This design comes from an exercise in tuning for small area, a short achievable clock period and few clock cycles on the open sky130 flow, not from production work. The clock port is modelled as an ideal driver, which makes a skipped or thinned clock tree look cheaper than it is; a real chip needs a root buffer or a tree. Power and IR drop assume default switching activity.

Setup of tundra:
==> module lcd_ctrl, before the edit <==
module lcd_ctrl(clk, reset, datain, cmd, cmd_valid, dataout, output_valid, busy);
input           clk;
input           reset;
input   [7:0]   datain;
input   [2:0]   cmd;
input           cmd_valid;
output  reg [7:0] dataout;
output  reg     output_valid;
output  reg     busy;
reg  [7:0] p [0:35];     
reg        loading;      
reg  [1:0] wr, wc;       
reg  [3:0] pq;           
reg  [1:0] pm;
reg        qv;           
reg        rd;           
reg  [3:0] rcnt;         
reg  [3:0] rq;           
integer i;
reg [7:0] g0, g1, g2, tap;
always @* begin
  case (rq[1:0])
    2'd0: begin g0 = p[0];  g1 = p[12]; g2 = p[24]; end
    2'd1: begin g0 = p[3];  g1 = p[15]; g2 = p[27]; end
    2'd2: begin g0 = p[6];  g1 = p[18]; g2 = p[30]; end
    default: begin g0 = p[9]; g1 = p[21]; g2 = p[33]; end
  endcase
  tap = rq[3] ? g2 : rq[2] ? g1 : g0;
end
wire       m0  = (pm == 2'd0);
wire       m2  = (pm == 2'd2);
reg [3:0] qm1, qm2, qm3, qp1, qp2;
integer k;
always @* begin
  qm1 = 4'd0; qm2 = 4'd0; qm3 = 4'd0; qp1 = 4'd0; qp2 = 4'd0;
  for (k = 0; k < 12; k = k + 1)
    if (pq == k) begin
      qm1 = (k + 11) % 12; qm2 = (k + 10) % 12; qm3 = (k + 9) % 12;
      qp1 = (k + 1) % 12;  qp2 = (k + 2) % 12;
    end
end
wire [1:0] pm_dec = m0 ? 2'd2 : {1'b0, pm[1]};           
wire [3:0] pq_dec = m0 ? qm1 : pq;
wire [1:0] pm_lf  = {pm[0], ~pm[1] & ~pm[0]};          
wire [3:0] pq_lf  = m2 ? pq : qm1;
wire [3:0] pq_up  = m0 ? qm3 : qm2;
wire [3:0] pq_dn  = m0 ? qp1 : qp2;
wire acc   = cmd_valid & ~busy;
wire s_ld  = acc & (cmd == 3'd1);
wire s_rt  = acc & (cmd == 3'd2) & (wc != 2'd3);
wire s_lf  = acc & (cmd == 3'd3) & (wc != 2'd0);
wire s_up  = acc & cmd[2] & ~cmd[0] & (wr != 2'd0);
wire s_dn  = acc & cmd[2] &  cmd[0] & (wr != 2'd3);
wire s_st  = ~(s_ld | s_rt | s_lf | s_up | s_dn);
wire rt_ok = (wc != 2'd3);
wire lf_ok = (wc != 2'd0);
wire up_ok = (wr != 2'd0);
wire dn_ok = (wr != 2'd3);
reg  [5:0] cand;         
always @* begin
  case (cmd)
    3'd1:       cand = {4'd4, 2'd2};
    3'd2:       cand = rt_ok ? {pq, pm}       : {pq_dec, pm_dec};
    3'd3:       cand = lf_ok ? {pq_lf, pm_lf} : {pq_dec, pm_dec};
    3'd4, 3'd6: cand = {up_ok ? pq_up : pq_dec, pm_dec};
    3'd5, 3'd7: cand = {dn_ok ? pq_dn : pq_dec, pm_dec};
    default:    cand = {pq_dec, pm_dec};
  endcase
end
wire [3:0] npq = acc ? cand[5:2] : pq_dec;
wire [1:0] npm = acc ? cand[1:0] : pm_dec;
reg [3:0] rq_inc, rcnt_inc;
always @* begin
  rq_inc = 4'd0; rcnt_inc = 4'd0;
  for (k = 0; k < 12; k = k + 1)
    if (rq == k) rq_inc = (k + 1) % 12;
  for (k = 0; k < 8; k = k + 1)
    if (rcnt == k) rcnt_inc = k + 1;
end
wire last    = rcnt[3];
wire free    = last;
wire start   = qv & free & (pm == 2'd1) & (~loading | (pq == 4'd9));
wire ldend   = (pq == 4'd5) & m0;
reg        nrd;
reg  [3:0] nrcnt, nrq;
always @* begin
  nrd = rd; nrcnt = rcnt; nrq = rq;
  if (reset) begin
    nrd = 1'b0;
    nrcnt = 4'd8;
  end else if (start) begin
    nrd = 1'b1;
    nrcnt = 4'd0;
    nrq = pq;
  end else if (rd & ~last) begin
    nrcnt = rcnt_inc;
    if (rcnt == 4'd2 || rcnt == 4'd5)
      nrq = rq_inc;
  end else begin
    nrd = 1'b0;
  end
end
wire unsafe_st = (pq == 4'd8) | (pq == 4'd9) | (pq == 4'd10);
wire unsafe_rd = rd & (((rq == 4'd8) & (rcnt == 4'd0)) |
                       ((rq == 4'd9) & (rcnt <= 4'd2)) |
                       ((rq == 4'd10) & ((rcnt == 4'd0) | (rcnt == 4'd3))));
wire unsafe = start ? unsafe_st : unsafe_rd;
wire early = qv & (pm == 2'd2) & (last | (rcnt[2] & rcnt[1] & rcnt[0])) &
             ~loading & ~unsafe_st;
wire       nload = ~reset & (s_ld | (loading & ~ldend));
wire       nqv   = ~reset & (acc | (qv & ~start));
always @(posedge clk) begin
  for (i = 0; i < 35; i = i + 1)
    p[i] <= p[i+1];
  p[35] <= loading ? datain : p[0];
  dataout <= tap;
  loading <= nload;
  qv      <= nqv;
  busy    <= ~reset & (acc | (loading & ~ldend) | (qv & ~start & ~early) | unsafe);
  output_valid <= ~reset & rd;
  pq <= npq;
  pm <= npm;
  if (s_ld) begin
    wr <= 2'd2; wc <= 2'd2;
  end else begin
    if (s_rt) wc <= {wc[1] ^ wc[0], ~wc[0]};
    if (s_lf) wc <= {wc[1] ^ ~wc[0], ~wc[0]};
    if (s_up) wr <= {wr[1] ^ ~wr[0], ~wr[0]};
    if (s_dn) wr <= {wr[1] ^ wr[0], ~wr[0]};
  end
  rd   <= nrd;
  rcnt <= nrcnt;
  rq   <= nrq;
end
endmodule
export LEC_CHECK = 0
export ABC_CLOCK_PERIOD_IN_PS = 2000
export CAP_MARGIN = 20
export CORE_MARGIN = 2
export CORE_UTILIZATION = 40
export SETUP_SLACK_MARGIN = 3.5
export SLEW_MARGIN = 20
create_clock -name core_clock -period 5.5 [get_ports {clk}]
standard.sh (not shown) runs the stock make flow with config.mk's settings and CLKGATE_MAP_FILE= SYNTH_SCRIPT=/design/flow/synth_recipe.tcl, a recipe that flattens the netlist after the stock synthesis.
==> flow/flow/run.sh <==
#!/bin/bash
set -euo pipefail
export CTS_ARGS="-sink_clustering_enable -repair_clock_nets -dont_use_dummy_load -buf_list sky130_fd_sc_hd__clkbuf_16 -sink_clustering_size 30 -sink_clustering_max_diameter 200 -sink_buffer_max_cap_derate 0.12"
export BUFFER_PORTS_ARGS="-buffer_cell sky130_fd_sc_hd__buf_2"
export POST_CTS_TCL="$(pwd)/flow/post_cts.tcl"
bash standard.sh > standard.log 2>&1
==> flow/flow/post_cts.tcl <==
set block [ord::get_db_block]
set clknet [[$block findBTerm clk] getNet]
set roots {}
foreach it [$clknet getITerms] { lappend roots [$it getInst] }
if {[llength $roots] == 1} {
  set root [lindex $roots 0]
  set onet [[$root findITerm X] getNet]
  set loads {}
  foreach it [$onet getITerms] {
    if {[$it getInst] != $root} { lappend loads $it }
  }
  if {[llength $loads] <= 4} {
    puts "post_cts: removing clock root buffer [$root getName], [llength $loads] loads move to the clock port"
    foreach it $loads { $it disconnect; $it connect $clknet }
    odb::dbInst_destroy $root
    odb::dbNet_destroy $onet
    estimate_parasitics -placement
    repair_timing_helper
    detailed_placement
    check_placement -verbose
  }
}
### tundra -> pepper
==> flow/design.v <==
module lcd_ctrl(clk, reset, datain, cmd, cmd_valid, dataout, output_valid, busy);
input           clk;
input           reset;
input   [7:0]   datain;
input   [2:0]   cmd;
input           cmd_valid;
output  reg [7:0] dataout;
output  reg     output_valid;
output  reg     busy;
reg  [7:0] p [0:35];     
reg        loading;      
reg  [1:0] wr, wc;       
reg  [3:0] pq;           
reg  [1:0] pm;
reg        qv;           
reg        rd;           
reg  [3:0] rcnt;         
reg  [3:0] rq;           
integer i;
reg [7:0] g0, g1, g2, tap;
always @* begin
  case (rq[1:0])
    2'd0: begin g0 = p[0];  g1 = p[12]; g2 = p[24]; end
    2'd1: begin g0 = p[3];  g1 = p[15]; g2 = p[27]; end
    2'd2: begin g0 = p[6];  g1 = p[18]; g2 = p[30]; end
    default: begin g0 = p[9]; g1 = p[21]; g2 = p[33]; end
  endcase
  tap = rq[3] ? g2 : rq[2] ? g1 : g0;
end
wire       m0  = (pm == 2'd0);
wire       m2  = (pm == 2'd2);
reg [3:0] qm1, qm2, qm3, qp1, qp2;
integer k;
always @* begin
  qm1 = 4'd0; qm2 = 4'd0; qm3 = 4'd0; qp1 = 4'd0; qp2 = 4'd0;
  for (k = 0; k < 12; k = k + 1)
    if (pq == k) begin
      qm1 = (k + 11) % 12; qm2 = (k + 10) % 12; qm3 = (k + 9) % 12;
      qp1 = (k + 1) % 12;  qp2 = (k + 2) % 12;
    end
end
wire [1:0] pm_dec = m0 ? 2'd2 : {1'b0, pm[1]};           
wire [3:0] pq_dec = m0 ? qm1 : pq;
wire [1:0] pm_lf  = {pm[0], ~pm[1] & ~pm[0]};          
wire [3:0] pq_lf  = m2 ? pq : qm1;
wire [3:0] pq_up  = m0 ? qm3 : qm2;
wire [3:0] pq_dn  = m0 ? qp1 : qp2;
wire acc   = cmd_valid & ~busy;
wire s_ld  = acc & (cmd == 3'd1);
wire s_rt  = acc & (cmd == 3'd2) & (wc != 2'd3);
wire s_lf  = acc & (cmd == 3'd3) & (wc != 2'd0);
wire s_up  = acc & cmd[2] & ~cmd[0] & (wr != 2'd0);
wire s_dn  = acc & cmd[2] &  cmd[0] & (wr != 2'd3);
wire s_st  = ~(s_ld | s_rt | s_lf | s_up | s_dn);
wire [3:0] npq = ({4{s_ld}} & 4'd4) | ({4{s_rt}} & pq) | ({4{s_lf}} & pq_lf) |
                 ({4{s_up}} & pq_up) | ({4{s_dn}} & pq_dn) | ({4{s_st}} & pq_dec);
wire [1:0] npm = ({2{s_ld}} & 2'd2) | ({2{s_rt}} & pm) | ({2{s_lf}} & pm_lf) |
                 ({2{s_up | s_dn | s_st}} & pm_dec);
reg [3:0] rq_inc, rcnt_inc;
always @* begin
  rq_inc = 4'd0; rcnt_inc = 4'd0;
  for (k = 0; k < 12; k = k + 1)
    if (rq == k) rq_inc = (k + 1) % 12;
  for (k = 0; k < 8; k = k + 1)
    if (rcnt == k) rcnt_inc = k + 1;
end
wire last    = (rcnt == 4'd8);
wire free    = ~rd | last;
wire start   = qv & free & (pm == 2'd1) & (~loading | (pq == 4'd9));
wire ldend   = (pq == 4'd5) & m0;
reg        nrd;
reg  [3:0] nrcnt, nrq;
always @* begin
  nrd = rd; nrcnt = rcnt; nrq = rq;
  if (reset) begin
    nrd = 1'b0;
    nrcnt = 4'd8;
  end else if (start) begin
    nrd = 1'b1;
    nrcnt = 4'd0;
    nrq = pq;
  end else if (rd & ~last) begin
    nrcnt = rcnt_inc;
    if (rcnt == 4'd2 || rcnt == 4'd5)
      nrq = rq_inc;
  end else begin
    nrd = 1'b0;
  end
end
wire unsafe = nrd & (((nrq == 4'd8)  & (nrcnt < 4'd2)) |
                     ((nrq == 4'd9)  & (nrcnt < 4'd3)) |
                     ((nrq == 4'd10) & ((nrcnt < 4'd2) | (nrcnt == 4'd3) | (nrcnt == 4'd4))));
wire early = qv & ~start & (pm == 2'd2) & (~rd | last | (rcnt == 4'd7)) &
             ~loading & ~((pq == 4'd8) | (pq == 4'd9) | (pq == 4'd10));
wire       nload = ~reset & (s_ld | (loading & ~ldend));
wire       nqv   = ~reset & (acc | (qv & ~start));
always @(posedge clk) begin
  for (i = 0; i < 35; i = i + 1)
    p[i] <= p[i+1];
  p[35] <= loading ? datain : p[0];
  dataout <= tap;
  loading <= nload;
  qv      <= nqv;
  busy    <= nload | (nqv & ~(~acc & early)) | unsafe;
  output_valid <= ~reset & rd;
  pq <= npq;
  pm <= npm;
  if (s_ld) begin
    wr <= 2'd2; wc <= 2'd2;
  end else begin
    if (s_rt) wc <= {wc[1] ^ wc[0], ~wc[0]};
    if (s_lf) wc <= {wc[1] ^ ~wc[0], ~wc[0]};
    if (s_up) wr <= {wr[1] ^ ~wr[0], ~wr[0]};
    if (s_dn) wr <= {wr[1] ^ wr[0], ~wr[0]};
  end
  rd   <= nrd;
  rcnt <= nrcnt;
  rq   <= nrq;
end
endmodule
==> notes.md <==
- Comparing tundra and pepper, the lower total power was measured on tundra.
- From tundra to pepper the numbers moved as follows: share of the cycle needed by the critical path after routing increased by 3.6 points relative to the old numbers; clock buffer and inverter area fraction after layout closely matched the old numbers.
- pepper finished all stages; the layout is clean.
- For core utilization, pepper and tundra come out practically identical.
- The run with more routed wire is pepper, not tundra.
- pepper reports its startpoint-to-endpoint class of the critical path as flop to flop while tundra reports input pin to flop.
- pepper vs. tundra: data arrival time of the critical path increased by 390 ps relative to the old numbers; combinational power grew by 55%; final instance area up about 2.7%.
- [pepper] synthesized cell area rose 1.5% relative to tundra
- The time the final worst path needs with I/O delays and setup of pepper exceeds that of tundra by 200 ps.
- Measured against each other, tundra and pepper differ in synthesized instance count, the higher figure coming from pepper.
- Lower count of cell instances traversed by the critical path was reported by tundra, not pepper.
No functional check of the RTL was part of any run of this note.

[re-timing with driven ports]
In the flow no input, the clock included, has a driving cell. The finished layouts below were timed again as built, in two steps.
Step 1 sets driving cells, clkbuf_16 on the clock port and buf_2 on the other inputs (assumed; they add their load-dependent delay and slew).
Step 2 adds t to the input delays and takes it off the output delays; t is the mean of the earliest and latest rising clock arrival at the registers after step 1. Input paths then give back, and output paths get back, about the clock's delay inside the block.
a / b / c = no drivers / after step 1 / after step 2; a / b = the first two.
run	t, ns	setup slack, ns	hold slack, ns	worst slew at a driven data input, ns
tundra	0.389	3.515 / 3.497 / 3.108	0.303 / 0.303 / 0.303	0.08
pepper	0.392	3.319 / 3.319 / 2.931	0.298 / 0.298 / 0.298	0.11
After both steps setup and hold are still met in every run listed. The setup slack of tundra, which loses most, moves by -0.018 ns with the drivers and by -0.407 ns with both steps.
